Context: an optimization exercise on an open-source flow, tuned for small area and a short achievable clock period. The choices shown serve that exercise and are no tape-out recipe.
Function not checked in this run: the RTL went through the layout flow alone.
Power figures rest on the tool's default switching activity, not on a simulated workload.

`design/flow/flow/run.sh`:
```
#!/bin/bash
# Own flow: the standard synthesis, then its combinational logic re-mapped by ABC for area
# (registers, their names and cell types kept as the standard synthesis made them), then the
# standard ORFS layout of that netlist with buf_1 port buffers.
set -euo pipefail
W=$PWD
R=orfs/results/sky130hd/convolution/base
YOSYS=$FLOW_HOME/../tools/install/yosys/bin/yosys
[ -x "$YOSYS" ] || YOSYS=yosys
LIB=$FLOW_HOME/platforms/sky130hd/lib/sky130_fd_sc_hd__tt_025C_1v80.lib

bash standard.sh synth > std_synth.log 2>&1
cp $R/1_2_yosys.v std_netlist.v
DU=$(grep -o -- "-dont_use [^ ]*" orfs/logs/sky130hd/convolution/base/1_2_yosys.log | sort -u | tr '\n' ' ')
mv orfs orfs_std

cat > resynth.ys <<EOT
read_liberty -ignore_miss_func $LIB
blackbox sky130_fd_sc_hd__df* sky130_fd_sc_hd__conb_*
read_verilog std_netlist.v
hierarchy -top $FLOW_TOP
flatten
opt_clean -purge
opt -fast
abc -script $W/flow/resynth.abc -liberty $LIB $DU
opt_clean -purge
hilomap -singleton -hicell sky130_fd_sc_hd__conb_1 HI -locell sky130_fd_sc_hd__conb_1 LO
splitnets
opt_clean -purge
stat -liberty $LIB
write_verilog -noattr -noexpr -nohex -nodec resynth.v
EOT
$YOSYS -s resynth.ys > resynth.log 2>&1

bash standard.sh SYNTH_NETLIST_FILES=$W/resynth.v \
  BUFFER_PORTS_ARGS="-buffer_cell sky130_fd_sc_hd__buf_1" finish > flow_layout.log 2>&1
```
`design/flow/flow/resynth.abc`:
```
strash
ifraig
scorr
dc2
dch -f
map -a
topo
strash
dch -f
map -D 1000
topo
strash
dch -f
map -D 1000
topo
```
`design/flow/standard.sh`:
```
#!/bin/bash
# synth_recipe.tcl (not shown) runs the flow's synth.tcl, then flattens the netlist and writes it again
# the make line also repeats each setting of config.mk as NAME=value (left out here)
make -C /OpenROAD-flow-scripts/flow DESIGN_CONFIG=/design/flow/config.mk WORK_HOME=/design/flow/orfs CLKGATE_MAP_FILE= SYNTH_SCRIPT=/design/flow/synth_recipe.tcl "${@:-finish}"
```
`design/flow/config.mk`:
```
export PLATFORM = sky130hd
export DESIGN_NAME = convolution
export DESIGN_NICKNAME = convolution
export VERILOG_FILES = /design/flow/design.v
export SDC_FILE = /design/flow/constraint.sdc
export NUM_CORES = 4
export LEC_CHECK = 0
export CAP_MARGIN = 20
export CORE_MARGIN = 2
export CORE_UTILIZATION = 40
export SETUP_SLACK_MARGIN = 3.3
export SLEW_MARGIN = 20
export TNS_END_PERCENT = 10
```
`design/flow/constraint.sdc`:
```
create_clock -name core_clock -period 5.5 [get_ports {clk}]
set_input_delay 1.1000 -clock core_clock [delete_from_list [all_inputs] [get_ports {clk}]]
set_output_delay 1.1000 -clock core_clock [all_outputs]
set_load 0.01 [all_outputs]
```
`design/flow/design.v`:
```
module convolution(
input        clk,
input [71:0] pixel_data_in,
input        pixel_data_valid_in,
output reg [7:0] convolved_data_out,
output reg   convolved_data_valid_out
);
wire [7:0] p0 = pixel_data_in[7:0];
wire [7:0] p1 = pixel_data_in[15:8];
wire [7:0] p2 = pixel_data_in[23:16];
wire [7:0] p3 = pixel_data_in[31:24];
wire [7:0] p5 = pixel_data_in[47:40];
wire [7:0] p6 = pixel_data_in[55:48];
wire [7:0] p7 = pixel_data_in[63:56];
wire [7:0] p8 = pixel_data_in[71:64];
reg [8:0] a, b, c, d;
reg       valid1;
always @(posedge clk) begin
    a <= {1'b0, p0} - {1'b0, p8};
    b <= {1'b0, p6} - {1'b0, p2};
    c <= {1'b0, p3} - {1'b0, p5};
    d <= {1'b0, p1} - {1'b0, p7};
    valid1 <= pixel_data_valid_in;
end
wire [10:0] ae = {{2{a[8]}}, a};
wire [10:0] be = {{2{b[8]}}, b};
wire [10:0] ce = {{2{c[8]}}, c};
wire [10:0] de = {{2{d[8]}}, d};
reg [10:0] gx, gy;
reg        valid2;
always @(posedge clk) begin
    gx <= ae + be + {ce[9:0], 1'b0};
    gy <= ae - be + {de[9:0], 1'b0};
    valid2 <= valid1;
end
wire bigx = ~(&gx[10:6] | ~|gx[10:6]) | (&gx[10:6] & ~|gx[5:0]);
wire bigy = ~(&gy[10:6] | ~|gy[10:6]) | (&gy[10:6] & ~|gy[5:0]);
wire pi = gx[0];
localparam [767:0] T_TABLE = 768'h7df7de79e79e75d75c71c6db6996585d65544d240f34a1c208728d3d049351559761965a6db71c71d75d79e79e79f7df7df7df7df79e79e75d71c6db69a6585d65544d240e30a18018a30e4124d45565d865a69b6dc71d75e79e79f7df7df7df;
wire [5:0] tx = T_TABLE[6*{pi, gx[6:1]} +: 6];
wire sy = gy[6];
wire [4:0] my = gy[5:1] ^ {5{sy}};
wire [6:0] cmp = {2'b0, my} + {1'b0, ~tx} + {6'b0, sy & ~pi};
wire is_edge = bigx | bigy | cmp[6];
always @(posedge clk) begin
    convolved_data_out <= {8{is_edge}};
    convolved_data_valid_out <= valid2;
end
endmodule
```
==> notes.md <==
per-stage QoR:
stage          cells  setup WS (ns)  util (%)  hold slack, ns  total power [mW]
3_3_place_gp     844           2.59      47.3           0.311              1.80
4_1_cts          874           3.26      51.4           0.330              2.28
3_5_place_dp     844           2.56      47.3           0.315              1.82
6_report         883           3.18      54.3           0.328              2.34
5_1_grt          883           3.10      54.3           0.344              2.55
2_1_floorplan    634           3.11         -           0.310              1.57
layout make-up:
cell class	count	area, um2	share of cell area (%)
clock buffer	11	141	2.56
clock inverter	4	72.6	1.31
inverter	103	495	8.96
multi-input combinational	470	2810	50.7
sequential	61	1220	22.1
tap	136	170	3.08
timing repair buffer	98	623	11.3
power breakdown:
group          internal (mW)  switching (mW)  leakage [nW]  total, mW
clock network          0.264           0.162         0.105      0.426
logic                  0.503           0.686          1.77       1.19
registers              0.579           0.149         0.514      0.728
worst max-delay path: cells and delay by family:
kind	cells	cell delay [ns]
AOI/OAI and AO/OA	6	0.81
and+or+nand+nor	3	0.39
xor gates and xnor gates	1	0.18
buffers and inverters	1	0.11
timing repair:
item	in CTS	in global routing
resized for setup	36	67
pin swaps	25	32
setup buffers	15	9
cloned	0	0
endpoints found under the hold margin	0	0
endpoints found under the setup margin	14	17
per-layer routing:
layer | up-vias | track usage [%] | wire length [um]
met4 | 0 | 6.67 | 221
met2 | 167 | 27.7 | 4450
met3 | 28 | 3.22 | 493
met1 | 1832 | 19.3 | 4020
met5 | - | 0 | 0
li1 | 2241 | - | -
state kept, by name, summed over array words and instances, names as in the netlist:
name,cells
c,9
d,9
a,9
convolved_data_out,1
valid2,1
b,9
gx,10
gy,11
convolved_data_valid_out,1
valid1,1
how the worst min path moves through the flow:
stage                                       endpoint  slack [ns]  depth (start not counted)
floorplan           convolved_data_valid_out$_DFF_P_        0.31                          0
global placement                      valid2$_DFF_P_        0.31                          0
detailed placement                    valid2$_DFF_P_        0.31                          0
CTS                                   valid2$_DFF_P_        0.33                          0
global route                          valid2$_DFF_P_        0.34                          0
finish                                valid2$_DFF_P_        0.33                          0
==> results.toml <==
[setup_path]
slowest_delay_ns = 0.25
crit_fanout = 3
worstReg2RegEnd = "convolved_data_out[0]$_DFF_P_"
ff2ff_path_depth = 10
arrival_ns = 2.59
path_cells = "buf_8 -> xor2_4 -> a21oi_4 -> a21oi_2 -> o21a_1 -> o21ai_2 -> nor2_2 -> nor3b_2 -> a21o_2 -> o21ai_1 -> nand2_1"
criticalPathCategory = "primary input to flop"
critPathLaunch = "pixel_data_in[66]"
r2r_start = "gx[5]$_DFF_P_"
cp-end-kind = "flop"
cp_data_required_time_ns = 5.77
cp-start-kind = "primary input"
r2r_slack_ns = 3.27
critPathSlowestCell = "nor3b_2"
endpoint = "a[7]$_DFF_P_"

[logic_synthesis]
yosysWarnings = 0
synthesis.area_mm2 = 0.00413
synth_cells = 634
syn_avg_cell_area_um2 = 6.51
synth_nets = 708

[pwr]
p_leak_nw = 2.39
p_per_area_mw_per_mm2 = 423
vdd_ir_drop_max_mv = 0.149

[outcome]
outcome = "finished clean"

[cts]
cts_sinks = 61
clockRootBuffer = "clkbuf_8"
cts_max_level = 3
tritoncts = "done"
postCtsHoldBufs = 0
numCtsBuffers = 9
clock_latency_ns = 0.33
cts.clk_slew.worst_paths_ns = 0.07
cts_buffer_depth = 2

[placement]
dp_hpwl_um = 7110
placed_area_mm2 = 0.00482
portBuffers = 74
place_congestion = 0.875

[timing]
finClkSkew_ns = 0.0137
period_minus_slack_ns = 2.32
finalSetupViolations = 0
rsz0062_at_grt = "true"
fmax_ghz = 0.430
relSlewSlack_pct = 68.2
tightest_slew_ns = 0.477
maxSlewViolCount = 0
min_period_over_period_pct = 42.2
tns_ns = 0
finalHoldViolCount = 0

[global_route]
grt_overflow = 0
grt_usage_pct = 16.0
grt_pass1_wl_um = 15000
grt_pass1_vias = 3866
antenna_found_initial = 0
grt_max_degree = 15

[route]
drc = 0
route.vias.total = 4268
ant_nets = 0
firstDrtPassIters = 7
drt_iter0_markers = 138
vias_per_cell = 4.83
post_drt_wl_per_cell_um = 10.4
totalWireLength_um = 9180

[worst_hold_path]
min_from = "valid1$_DFF_P_"
hold_class = "flop to flop"

[die]
die_w_um = 106
fp.dieH_um = 106
core_mm2 = 0.0102
dieArea_mm2 = 0.0111
pin_count = 83
std_cell_rows = 37
start_util_pct = 40.5

[layout]
layout_commonest_cell = "nand2_1"
area_growth_syn_to_layout_pct = 34.0
final_cell_mix = "141 x nand2_1, 91 x clkinv_1, 58 x nor2_1, 58 x dfxtp_1, 52 x buf_1"
drive_gt1_share_pct = 19.8
stdcell_area_mm2 = 0.00553
antennaDiodeCount = 0
nets = 817
n_fill_cell = 1004

[run]
cap_violations = 0

## port drivers added, routing unchanged
How much do the figures lean on ideal ports? The routed layout below was timed once more, with nothing changed but the port constraints. Step 1 (the two cells are an assumption about what drives the block):
set clk [get_ports {clk}]
set_driving_cell -lib_cell sky130_fd_sc_hd__clkbuf_16 $clk
set_driving_cell -lib_cell sky130_fd_sc_hd__buf_2 [delete_from_list [all_inputs] $clk]
Step 2 adds t to the input delays and takes it off the output delays; t is the mean of the earliest and latest rising clock arrival at the registers after step 1. Input paths then give back, and output paths get back, about the clock's delay inside the block. a / b / c = ideal / step 1 / step 2; a / b = the first two.
t, ns: 0.353
setup WS [ns]: 3.177 / 3.163 / 2.810
hold WS [ns]: 0.328 / 0.328 / 0.328
latest minus earliest clock arrival (ns): 0.014 / 0.014
worst slew at a driven data input, ns: 0.06
After both steps this run still meets setup and hold. The setup slack of this run moves by -0.014 ns with the drivers and by -0.367 ns with both steps.
